This is an optimization exercise on Yosys and OpenROAD, whose aim is small area, not a production implementation.
In this exercise RTL edits were held to simulation tests only and were not proved equivalent to the original.
No activity file was given, so power comes from the tool's default toggle rates.

**flow/run.sh**
```bash
#!/bin/bash
# Standard layout, with two changes: the port buffers are the smallest buffer
# cell, and clock tree synthesis uses no dummy loads and a small buffer list.
set -euo pipefail
cd "$(dirname "$0")/.."
cat >> config.mk <<'EOC'
export BUFFER_PORTS_ARGS = -buffer_cell sky130_fd_sc_hd__buf_1
export CTS_ARGS = -sink_clustering_enable -repair_clock_nets -dont_use_dummy_load -root_buf sky130_fd_sc_hd__clkbuf_8 -buf_list sky130_fd_sc_hd__clkbuf_8 -sink_clustering_size 100 -sink_clustering_max_diameter 500
EOC
bash standard.sh > flow_make.log 2>&1
```
**constraint.sdc**
```tcl
create_clock -name core_clock -period 10.0 [get_ports {clk}]
set_input_delay 2.0000 -clock core_clock [delete_from_list [all_inputs] [get_ports {clk}]]
set_output_delay 2.0000 -clock core_clock [all_outputs]
set_load 0.01 [all_outputs]
```
**standard.sh**
```bash
#!/bin/bash
# synth_recipe.tcl (not shown) runs the flow's synth.tcl, then flattens the netlist and writes it again
# the make line also repeats each setting of config.mk as NAME=value (left out here)
make -C /OpenROAD-flow-scripts/flow DESIGN_CONFIG=/design/flow/config.mk WORK_HOME=/design/flow/orfs CLKGATE_MAP_FILE= SYNTH_SCRIPT=/design/flow/synth_recipe.tcl "${@:-finish}"
```
**config.mk**
```make
export PLATFORM = sky130hd
export DESIGN_NAME = stopwatch_topmodule
export DESIGN_NICKNAME = stopwatch_topmodule
export VERILOG_FILES = /design/flow/design.v
export SDC_FILE = /design/flow/constraint.sdc
export NUM_CORES = 4
export LEC_CHECK = 0
export CAP_MARGIN = 20
export CORE_MARGIN = 2
export CORE_UTILIZATION = 40
export PLACE_DENSITY = 0.6
export SLEW_MARGIN = 20
export BUFFER_PORTS_ARGS = -buffer_cell sky130_fd_sc_hd__buf_1
export CTS_ARGS = -sink_clustering_enable -repair_clock_nets -dont_use_dummy_load -root_buf sky130_fd_sc_hd__clkbuf_8 -buf_list sky130_fd_sc_hd__clkbuf_8 -sink_clustering_size 100 -sink_clustering_max_diameter 500
```
**design.v**
```verilog
module stopwatch_topmodule(
    input clk,
    input rst,
    input raw_start_stop,
    input raw_reset,
    output [6:0] seg,
    output [3:0] an,
    output dp
);
localparam [9:0] DB_LOAD = 10'd878;
localparam [9:0] DB_END  = 10'd877;
localparam [9:0] DB_MASK = 10'h37d;
reg [9:0] cnt_s, cnt_r;
reg st_s, st_r;           
reg st_s_d;               
reg running;
wire e_s = raw_start_stop ^ st_s;
wire e_r = raw_reset ^ st_r;
wire end_s = ((cnt_s ^ DB_END) & DB_MASK) == 10'd0;
wire end_r = ((cnt_r ^ DB_END) & DB_MASK) == 10'd0;
always @(posedge clk) begin
    if (rst | ~e_s | end_s)
        cnt_s <= DB_LOAD;
    else
        cnt_s <= {cnt_s[8:0], ~(cnt_s[6] ^ cnt_s[9])};
    if (rst | ~e_r | end_r)
        cnt_r <= DB_LOAD;
    else
        cnt_r <= {cnt_r[8:0], ~(cnt_r[6] ^ cnt_r[9])};
end
always @(posedge clk) begin
    if (rst) begin
        st_s <= 0;
        st_r <= 0;
        running <= 0;
    end else begin
        if (e_s & end_s) st_s <= raw_start_stop;
        if (e_r & end_r) st_r <= raw_reset;
        if (st_s & ~st_s_d) running <= ~running;
    end
    st_s_d <= st_s;    
end
localparam [13:0] TB_LOAD = 14'd2007;
localparam [13:0] TB_END  = 14'd168;
localparam [13:0] TB_MASK = 14'h0fff;
reg [13:0] q;
wire tick = ((q ^ TB_END) & TB_MASK) == 14'd0;
always @(posedge clk) begin
    if (rst | st_r)
        q <= TB_LOAD;
    else
        q <= {q[12:0], ~(q[0] ^ q[13]) ^ tick};
end
localparam [6:0] DS_LOAD = 7'd121;
localparam [6:0] DS_END  = 7'd28;
localparam [6:0] DS_MASK = 7'h3f;
reg [6:0] r;
wire step = ((r ^ DS_END) & DS_MASK) == 7'd0;
always @(posedge clk) begin
    if (rst)
        r <= DS_LOAD;
    else
        r <= {r[5:0], ~(r[0] ^ r[6]) ^ step};
end
reg [3:0] d0, d1, d2;
reg cf;    
reg tf;    
reg [1:0] sel;
reg started;
function [3:0] inc10;
    input [3:0] d;
    inc10 = {(d[3] & ~d[0]) | (d[2] & d[1] & d[0]),
             d[2] ^ (d[1] & d[0]),
             ~d[3] & (d[1] ^ d[0]),
             ~d[0]};
endfunction
wire c0 = tf;
wire c1 = c0 & d0[3] & d0[0];    
wire c2 = c1 & d1[3] & d1[0];    
always @(posedge clk) begin
    cf <= rst | st_r | (cf & ~step);
    tf <= (tick & running) | (tf & ~step);
    if (step & (cf | c0)) d0 <= cf ? 4'd0 : inc10(d0);
    if (step & (cf | c1)) d1 <= cf ? 4'd0 : inc10(d1);
    if (step & (cf | c2)) d2 <= cf ? 4'd0 : inc10(d2);
    if (rst) begin
        sel <= 0;
        started <= 0;
    end else if (step) begin
        sel <= sel + 1'b1;
        started <= 1'b1;
    end
end
reg [3:0] dsel;
always @(*) begin
    case (sel)
        2'd0: dsel = d0;
        2'd1: dsel = d1;
        2'd2: dsel = d2;
        default: dsel = 4'hf;
    endcase
    if (!started) dsel = 4'hf;
end
function [6:0] hex_to_seg;
    input [3:0] num;
    case (num)
        4'h0: hex_to_seg = 7'b1000000;
        4'h1: hex_to_seg = 7'b1111001;
        4'h2: hex_to_seg = 7'b0100100;
        4'h3: hex_to_seg = 7'b0110000;
        4'h4: hex_to_seg = 7'b0011001;
        4'h5: hex_to_seg = 7'b0010010;
        4'h6: hex_to_seg = 7'b0000010;
        4'h7: hex_to_seg = 7'b1111000;
        4'h8: hex_to_seg = 7'b0000000;
        4'h9: hex_to_seg = 7'b0010000;
        default: hex_to_seg = 7'b1111111;
    endcase
endfunction
assign seg = hex_to_seg(dsel);
assign an[0] = ~(started & (sel == 2'd0));
assign an[1] = ~(started & (sel == 2'd1));
assign an[2] = ~(started & (sel == 2'd2));
assign an[3] = ~(started & (sel == 2'd3));
assign dp = an[1];
endmodule
```
==> results.txt, run 1 <==
CTS
TritonCTS built the clock tree. The number of buffers inserted to repair setup after CTS is 0. The total number of clock tree sinks is 62. The level count of the clock H-tree is 3. In this run the deepest clock path goes through 2 buffers. The clock latency of the later-clocked register in the worst-skew pair is 0.33 ns. Clock tree synthesis inserted a total of 9 buffers. Once the clock tree was built, the resizer swapped 0 gates to a different size. Clock tree synthesis selected as its root buffer the cell sky130_fd_sc_hd__clkbuf_8. After clock tree synthesis, the clock-pin slew on the worst setup and hold paths is 0.05 ns. Buffers inserted to repair hold after CTS numbered 0.

Floorplan
The top-level port count is 16. The die outline height is 82.42 um. The floorplan step set the die width to 82.42 um. In this run the core area contains 28 standard-cell rows. The die outline area is 0.006793 mm^2. The area inside the core boundary is 0.005921 mm^2. The initial cell density of the core is 41.55%.

Timing
The share of the clock period used by the worst path is 42.05%. Across all setup checks in the final design, the least slack found is 5.795 ns. Setup violations remaining at the end of the flow were counted as 0.

For this run, the top clock speed supported by timing is 237.8 MHz. The slew at the pin closest to its max-slew limit is 0.5638 ns. In this run the tightest slew margin relative to its limit is 62.13%. The number of hold violations in the final report came to 0.

The maximum clock skew at final layout is 0.01239 ns. Adding up every negative setup slack in the final design gives 0 ns. The count of final max-slew check failures is 0. The post-layout minimum cycle time is 4.205 ns. Setup repair after global routing left no endpoint under its margin.

Setup path
The critical path's slowest cell is sky130_fd_sc_hd__a222oi_1. The nature of the critical path endpoint is an output port. The setup check on the worst reg-to-reg path leaves a slack of 8.14 ns.

The startpoint of the worst-slack reg-to-reg timing path is r[5]. The number of cells on the worst reg-to-reg path is 3. The largest fanout on the critical path is 6. STA classifies the critical path startpoint as a register. Data on the critical path is required at its endpoint by 8.00 ns.

In this run the critical register-to-register path is captured at d2[3]. Walking the worst path, the cells encountered are inv_1 -> ha_1 -> a222oi_1 -> and2_1 -> nand4_1 -> nand3_1 -> buf_1. The arrival time of the worst setup path is 2.20 ns. The type of the setup path with the least slack is reg -> out.

The largest stage delay on the critical path is 0.41 ns.

Power
Summed over all cells, the static leakage comes to 0.9851 nW. VDD sags by at most 0.1062 mV. In this run the power density over the cells is 167.7 mW/mm^2. The sum of internal, switching and leakage power is 0.4521 mW.

Synth
The number of cells produced by synthesis is 235. The part of the Yosys area used for sequential elements is 55.34%. The synthesized net count is 250. After synthesis the cells add up to 0.002460 mm^2. The count of flip-flops with a built-in enable after synthesis is 12. Synthesis inferred 62 register bits. Counting distinct cell types in the post-synthesis netlist gives 38. For this run, the number of Yosys warnings is 1.

Among all flip-flop cells after synthesis, the most frequent one is sky130_fd_sc_hd__dfxtp_1. The synthesized area divided by synthesized cell count is 10.47 um^2. The share of flip-flops with an asynchronous set or reset is 0%.

GRT
The met1 capacity usage during global routing is 17.76%. The highest-utilization routing layer at the global route stage is met1. The number of antenna violations at the first check in global routing is 0. The total global-route track usage is 13.09%. The leftover overflow at the end of global routing is 0.

The first-pass GRT wire length is 6548 um. The number of global-route vias before repair is 1419. Entering global routing, the biggest net connects 27 pins.

The met3 track utilization from global routing is 5.870%. The global routing usage on met2 is 17.66%.

Placement
The placed wire-length estimate is 2663 um. Before CTS, the worst setup slack after placement is 6.146 ns. The post-place instance area is 0.002572 mm^2.

The count of buffers inserted at the top-level ports is 15. The number of cells after detailed placement is 317. The routability congestion estimate is 0.7748.

Drt
In this run, the number of DRC markers left after iteration 0 of detailed routing was 105. The count of TritonRoute iterations in the first routing pass is 4. Dividing the detail-routed via count by the number of cells gives 4.942. After detailed routing, the average wire length per cell comes to 12.14 um. The overall via count from detail_route is 1611.

The detail route stage leaves a number of antenna-violating nets equal to 0. The final wirelength is 3958 um. The number of remaining DRC errors is 0.

Run
The total of max-cap violations is 0.

Cells and area
The final net count is 268. The total inserted antenna cells is 0. The final design instance area without fill is 0.002696 mm^2. Counting the fill cells in the layout gives 557. The post-layout instance count excluding filler cells is 326. The area added between synthesis and finish is 9.614%.

In the final layout, the share of cells above drive strength 1 is 8.367%.

Worst hold path
The path type of the worst min-delay path is reg -> reg. Counting instances, the worst hold path has a depth of 1. The path with the worst hold slack has its endpoint at cnt_r[8]. In this run the most critical hold path is launched from cnt_r[7].

Status
The run finished with no timing, DRC or antenna violations.
-- worst max-delay path: cells and delay by family (launching register included) --
| family | cells | cell delay [ns] |
|---|---|---|
| AND/OR/NAND/NOR | 3 | 0.60 |
| adder cells (fa/ha/maj) | 1 | 0.25 |
| AO/OA/AOI/OAI | 1 | 0.41 |
| buffers and inverters | 2 | 0.24 |
| flip-flops | 1 | 0.39 |
-- cells in the final DEF, fill, tap and decap left out, types with 4 or more instances in the layout --
cell type                  Yosys  routed
sky130_fd_sc_hd__nand4_1       4       4
sky130_fd_sc_hd__nand2b_1     17      17
sky130_fd_sc_hd__clkbuf_8      0       9
sky130_fd_sc_hd__ha_1         11      11
sky130_fd_sc_hd__edfxtp_1     12      12
sky130_fd_sc_hd__buf_1         0      15
sky130_fd_sc_hd__or3_1         9       9
sky130_fd_sc_hd__inv_1         5       5
sky130_fd_sc_hd__dfxtp_1      50      50
sky130_fd_sc_hd__nor2_1       14      14
sky130_fd_sc_hd__nor3_1        4       4
sky130_fd_sc_hd__nand2_1      22      22
sky130_fd_sc_hd__o21ai_0       4       4
sky130_fd_sc_hd__or2_2         4       4
sky130_fd_sc_hd__and2_1       10      10
sky130_fd_sc_hd__a21oi_1       9       9
sky130_fd_sc_hd__xnor2_1       8       8
sky130_fd_sc_hd__nand3_1       8       8
-- worst max-delay path by stage --
stage	start	end	slack, ns	depth (start not counted)
after floorplan	sel[1]	seg[6]	6.41	7
after detailed placement	sel[1]	seg[0]	6.15	7
after global routing	sel[1]	seg[3]	5.53	7
after CTS	sel[1]	seg[6]	5.78	7
after global placement	sel[1]	seg[6]	6.21	7
final	sel[1]	seg[0]	5.80	7
-- Yosys cell counts (all sizes together), types with 3 or more instances --
cell type / n / area, um^2
a21oi: 9 / 45.04
a31oi: 3 / 18.77
and2: 10 / 62.56
clkbuf: 7 / 26.28
dfxtp: 50 / 1001
edfxtp: 12 / 360.4
ha: 11 / 137.6
inv: 5 / 18.77
nand2: 22 / 82.58
nand2b: 17 / 106.4
nand3: 9 / 50.05
nand4: 4 / 25.02
nand4b: 3 / 26.28
nor2: 14 / 52.55
nor2b: 3 / 18.77
nor3: 7 / 50.05
nor3b: 3 / 22.52
nor4b: 3 / 26.28
o21ai: 6 / 33.78
or2: 4 / 25.02
or3: 9 / 56.30
xnor2: 8 / 70.07
xor2: 3 / 26.28
-- stage by stage --
stage / utilization, % / hold WS [ns]
finish: 45.54 / 0.4055
global placement: 43.45 / 0.3875
detailed placement: 43.45 / 0.3924
CTS: 45.54 / 0.4059
global route: 45.54 / 0.4126
floorplan: - / 0.3681
-- registers in the layout, summed over array words and instances (netlist names) --
register / flops
cnt_r: 10
tf: 1
d2: 4
st_s_d: 1
cf: 1
q: 14
st_s: 1
d0: 4
running: 1
sel: 2
started: 1
st_r: 1
d1: 4
r: 7
cnt_s: 10
-- layer usage --
metal	share of wire, %	wire length [um]
met1	53	2107
met2	42	1650
met5	0	0
met4	1.3	50
met3	3.8	150
-- cell families after synthesis --
logic type               synth area share (%)
adder cells (fa/ha/maj)                 5.595
flip-flops                              55.34
buffers and inverters                   3.307
AND/OR/NAND/NOR                         26.14
XOR/XNOR                                3.917
AO/OA/AOI/OAI                           5.290
multiplexers                           0.4069
-- layout make-up --
class                   instances  area (um^2)  area share (%)
inverters                       6        36.28           1.346
repair buffers                 16        63.81           2.367
multi-input cells             158         1017           37.73
flip-flops and latches         62         1361           50.49
well taps                      75        93.84           3.480
clock buffers                   9        123.9           4.594
-- power by group --
group / switching [mW] / internal (mW) / leakage, nW
clock: 0.0780 / 0.0797 / 0.0647
combinational: 0.0102 / 0.0108 / 0.370
sequential: 0.00652 / 0.267 / 0.551
total: 0.0947 / 0.357 / 0.985
==> run 2: changes to the inputs <==
==> run.sh (new file) <==
#!/bin/bash
# synth_recipe.tcl (not shown) runs the flow's synth.tcl, then flattens the netlist and writes it again
# the make line also repeats each setting of config.mk as NAME=value (left out here)
make -C /OpenROAD-flow-scripts/flow DESIGN_CONFIG=/design/flow/config.mk WORK_HOME=/design/flow/orfs CLKGATE_MAP_FILE= SYNTH_SCRIPT=/design/flow/synth_recipe.tcl finish
==> config.mk (replaced) <==
export PLATFORM = sky130hd
export DESIGN_NAME = stopwatch_topmodule
export DESIGN_NICKNAME = stopwatch_topmodule
export VERILOG_FILES = /design/flow/design.v
export SDC_FILE = /design/flow/constraint.sdc
export NUM_CORES = 4
export LEC_CHECK = 0
export CAP_MARGIN = 20
export CORE_MARGIN = 2
export CORE_UTILIZATION = 40
export PLACE_DENSITY = 0.6
export SLEW_MARGIN = 20
removed: flow/run.sh
removed: standard.sh
==> results.txt, run 2 <==
Setup path
The largest individual stage delay along the critical path comes from the cell sky130_fd_sc_hd__clkdlybuf4s50_1. The largest fanout on the critical path is 6. The setup slack on the worst flop-to-flop path is 8.15 ns. The worst setup path is of the reg -> out kind.

The data required time of the worst path is 8.00 ns. The end point of the critical path is seg[6]. The arrival time of the worst setup path is 2.56 ns.

The startpoint of the worst-slack reg-to-reg timing path is r[5]. The largest stage delay on the critical path is 0.55 ns. STA classifies the critical path startpoint as a register. STA classifies the critical path endpoint as an output port. For the worst flop-to-flop path, the logic depth is 3. The critical path goes through inv_1 -> ha_1 -> a222oi_1 -> and2_1 -> mux2i_1 -> a21oi_1 -> clkdlybuf4s50_1.

The critical path starts at sel[0]. The destination of the worst register-to-register timing path is d2[0].

CTS
The total of cells resized after clock tree synthesis is 0. TritonCTS built the clock tree. Clock-pin slew was measured on the worst setup and hold paths at 0.07 ns. The number of hold buffers added after CTS was 0. The H-tree was split into 3 levels. The root buffer selected by CTS is sky130_fd_sc_hd__clkbuf_8.

The tree built by TritonCTS fans out to 62 sinks. In this run the deepest clock path goes through 2 buffers. The number of buffers added by the clock tree synthesis step is 9. The clock latency of the later-clocked register in the worst-skew pair is 0.33 ns. The number of buffers inserted to repair setup after CTS is 0.

Timing
The final setup slack of the worst path is 5.436 ns. Setup repair after global routing left no endpoint under its margin. The number of hold violations in the final report is 0. The maximum clock skew at final layout is 0.009458 ns.

The post-layout minimum cycle time is 4.564 ns. At the pin with the least slew margin, the transition time is 0.8345 ns. The count of final max-slew check failures is 0. The share of the clock period used by the worst path is 45.64%. The relative slew slack is 44.19%. The count of endpoints failing setup in the final report is 0. The sum of negative setup slack is 0 ns. The fmax is 219.1 MHz.

Power
The clock power share is 44.7%. The share of total power dissipated in sequential elements is 51.3%. In this run the static leakage power is 1.081 nW. The combinational power share is 4.0%.

Cell internal power was estimated by the tool at 0.4218 mW. The sum of internal, switching and leakage power is 0.5326 mW. VDD sags by at most 0.1032 mV. Of the total power, the share spent switching nets is 20.79%. The power density over the cells is 184.6 mW/mm^2. In this run the power spent charging and discharging nets is 0.1107 mW.

Floorplan
The horizontal extent of the die is 82.42 um. The initial utilization of the core area, before any placement, comes to 41.55%. The die covers 0.006793 mm^2. The die outline height is 82.42 um. The area inside the core boundary is 0.005921 mm^2. In this run the count of I/O pins placed on the die edge is 16. The number of standard-cell rows in the floorplan is 28.

Synth
The most common cell in the netlist is sky130_fd_sc_hd__dfxtp_1. In this run, synthesis inferred 12 flip-flops with an integrated enable. The area of the mapped netlist is 0.002460 mm^2.

The count of different cell masters after synthesis is 38. The synthesized area divided by synthesized cell count is 10.47 um^2. The area share of the largest cell type after synthesis is 40.69%. Of all cell types, the one taking the most synthesized area is sky130_fd_sc_hd__dfxtp_1.

The post-synthesis sequential element count is 62. Ranked by total cell area, the synthesized netlist is headed by sky130_fd_sc_hd__dfxtp_1, sky130_fd_sc_hd__edfxtp_1, sky130_fd_sc_hd__ha_1. The share of flip-flops with an asynchronous set or reset is 0%. Synthesis produced a netlist whose cell count is 235.

Of the synthesized area, sequential elements account for 55.34%. The flip-flop cell with the highest count after synthesis is sky130_fd_sc_hd__dfxtp_1. Synthesis produced a netlist with a net count of 250.

By count the netlist is led by sky130_fd_sc_hd__dfxtp_1, sky130_fd_sc_hd__nand2_1, sky130_fd_sc_hd__nand2b_1. For this run, the number of Yosys warnings is 1.

Placement
Prior to clock tree synthesis, the placed netlist has a worst setup slack of 5.766 ns. Summed over all nets, the half-perimeter wirelength after detailed placement is 2712 um. Buffers placed on the I/O ports in this run total 15. The post-place instance area is 0.002659 mm^2. The number of placed instances, taps included, is 316. At the end of routability-driven placement, the weighted congestion stood at 0.7697.

Cells and area
Compared with the post-synthesis result, the final layout area differs by 17.29%. Leaving out fill and tap cells, the most frequent cell in the layout is sky130_fd_sc_hd__dfxtp_1. The final net count is 267. The repair_antennas step left the layout with diodes totalling 0. With fillers left out, the area of the finished cells amounts to 0.002885 mm^2.

The fraction of layout cells with a size suffix above 1 is 10.51%. The register ranked first by flip-flop count is q. The post-layout instance count excluding filler cells is 332.

The largest registers in the layout are q (14), cnt_r (10), cnt_s (10). The number of flip-flops in the largest register is 14. The number of fill cells in the layout is 556. The library cells used most frequently in the layout, excluding fill and tap cells, are sky130_fd_sc_hd__dfxtp_1, sky130_fd_sc_hd__nand2_1, sky130_fd_sc_hd__nand2b_1.

Status
The flow ran to the end and the layout has no timing, DRC or antenna violations.

Drt
Once detail routing completed, the nets flagged for antenna violations numbered 0. After the first detailed-routing iteration, the DRC count stood at 62. The average wire per standard cell is 11.96 um.

The number of remaining DRC errors is 0. After detailed routing, the total wire length is 3971 um. The post-detailed-route via-to-cell ratio is 4.952. The first TritonRoute pass finished after 4 iterations. For this block, the via count after detailed routing is 1644.

Worst hold path
The origin of the worst min-delay path is st_s. The path type of the worst min-delay path is reg -> reg.

GRT
The largest net degree at the start of global routing is 27. The number of antenna violations at the first check in global routing was 0. The total global-route track usage is 13.60%. The number of global-route vias before repair is 1572. The leftover overflow at the end of global routing is 0. The first-pass GRT wire length is 6879 um.

Run
Across the run, the number of max-cap violations was 0.
## run 2: cell types whose count changed in the layout (fill, tap and decap cells not counted)
cell / previous run / this run
sky130_fd_sc_hd__buf_1: 15 / 0
sky130_fd_sc_hd__buf_4: 1 / 0
sky130_fd_sc_hd__bufinv_16: 0 / 1
sky130_fd_sc_hd__clkbuf_16: 0 / 1
sky130_fd_sc_hd__clkbuf_8: 9 / 11
sky130_fd_sc_hd__clkdlybuf4s50_1: 0 / 15
sky130_fd_sc_hd__clkinv_2: 0 / 1
sky130_fd_sc_hd__clkinv_4: 0 / 1
sky130_fd_sc_hd__inv_4: 0 / 1
## run 2: power groups by stage
| stage | Combinational, mW | Sequential, mW | Clock, mW |
|---|---|---|---|
| 2_1_floorplan | 0.0177 | 0.276 | 0 |
| 3_3_place_gp | 0.0214 | 0.279 | 0 |
| 3_5_place_dp | 0.0217 | 0.278 | 0 |
| 4_1_cts | 0.0218 | 0.273 | 0.245 |
| 5_1_grt | 0.0244 | 0.274 | 0.257 |
| 6_report | 0.0213 | 0.273 | 0.238 |
## run 2: worst min-delay path by stage
stage	endpoint	slack, ns	cells after the start
floorplan	st_s_d	0.37	0
global placement	st_s_d	0.38	0
detailed placement	st_s_d	0.39	0
CTS	st_s_d	0.39	0
global route	st_s_d	0.40	0
finish	st_s_d	0.39	0
## run 2: kinds of logic (layout without fill, tap and decap cells)
logic type / after synthesis / count (layout) / synth area share (%)
buffers and inverters: 15 / 37 / 3.307
DFF: 62 / 62 / 55.34
muxes: 1 / 1 / 0.4069
adders and majority gates: 11 / 11 / 5.595
AOI/OAI and AO/OA: 22 / 22 / 5.290
and+or+nand+nor: 113 / 113 / 26.14
xor gates and xnor gates: 11 / 11 / 3.917
## run 2: per-layer routing
layer / track usage [%] / vias up / wire [um]
li1: - / 842 / -
met1: 17.30 / 778 / 1981
met2: 20.00 / 22 / 1824
met3: 5.543 / 2 / 152
met4: 6.500 / 0 / 13
met5: 0 / - / 0
## run 2: layout make-up
type | count | area, um^2 | area share [%]
Clock buffer | 12 | 176.4 | 6.114
Clock inverter | 4 | 50.05 | 1.735
Inverter | 6 | 36.28 | 1.258
Multi-Input combinational cell | 158 | 1017 | 35.26
Sequential cell | 62 | 1361 | 47.18
Tap cell | 75 | 93.84 | 3.252
Timing Repair Buffer | 15 | 150.1 | 5.204
## run 2: worst max-delay path, delay by kind of cell, from the launching register on
family | cells | cell delay (ns)
AO/OA/AOI/OAI | 2 | 0.49
adder cells (fa/ha/maj) | 1 | 0.26
buffers and inverters | 2 | 0.64
flip-flops | 1 | 0.42
multiplexers | 1 | 0.11
AND/OR/NAND/NOR | 1 | 0.32
## run 2: through the flow
| step | hold WS (ns) | utilization [%] |
|---|---|---|
| 4_1_cts | 0.3948 | 48.73 |
| 3_3_place_gp | 0.3802 | 44.91 |
| 2_1_floorplan | 0.3681 | - |
| 6_report | 0.3948 | 48.73 |
| 5_1_grt | 0.3988 | 48.73 |
| 3_5_place_dp | 0.3856 | 44.91 |

==> re-timing with driven ports <==
In the flow no input, the clock included, has a driving cell. The finished layouts below were timed again as built, in two steps.
Step 1 assumes that a clkbuf_16 drives the clock port and a buf_2 every other input.
Step 2 times the ports against the registers' clock, not the clock port: input delays grow and output delays shrink by t, the midpoint of the rising clock arrivals with the driver on.
Three values: no drivers, after step 1, after step 2; two values: the first two.
run | shift t [ns] | setup WS [ns] | worst setup path after step 2 | worst slew at a driven data input, ns
run 1 | 0.349 | 5.795 / 5.772 / 6.121 | register to output | 0.03
run 2 | 0.351 | 5.436 / 5.412 / 5.764 | register to output | 0.03
After both steps setup and hold are still met in every run listed.
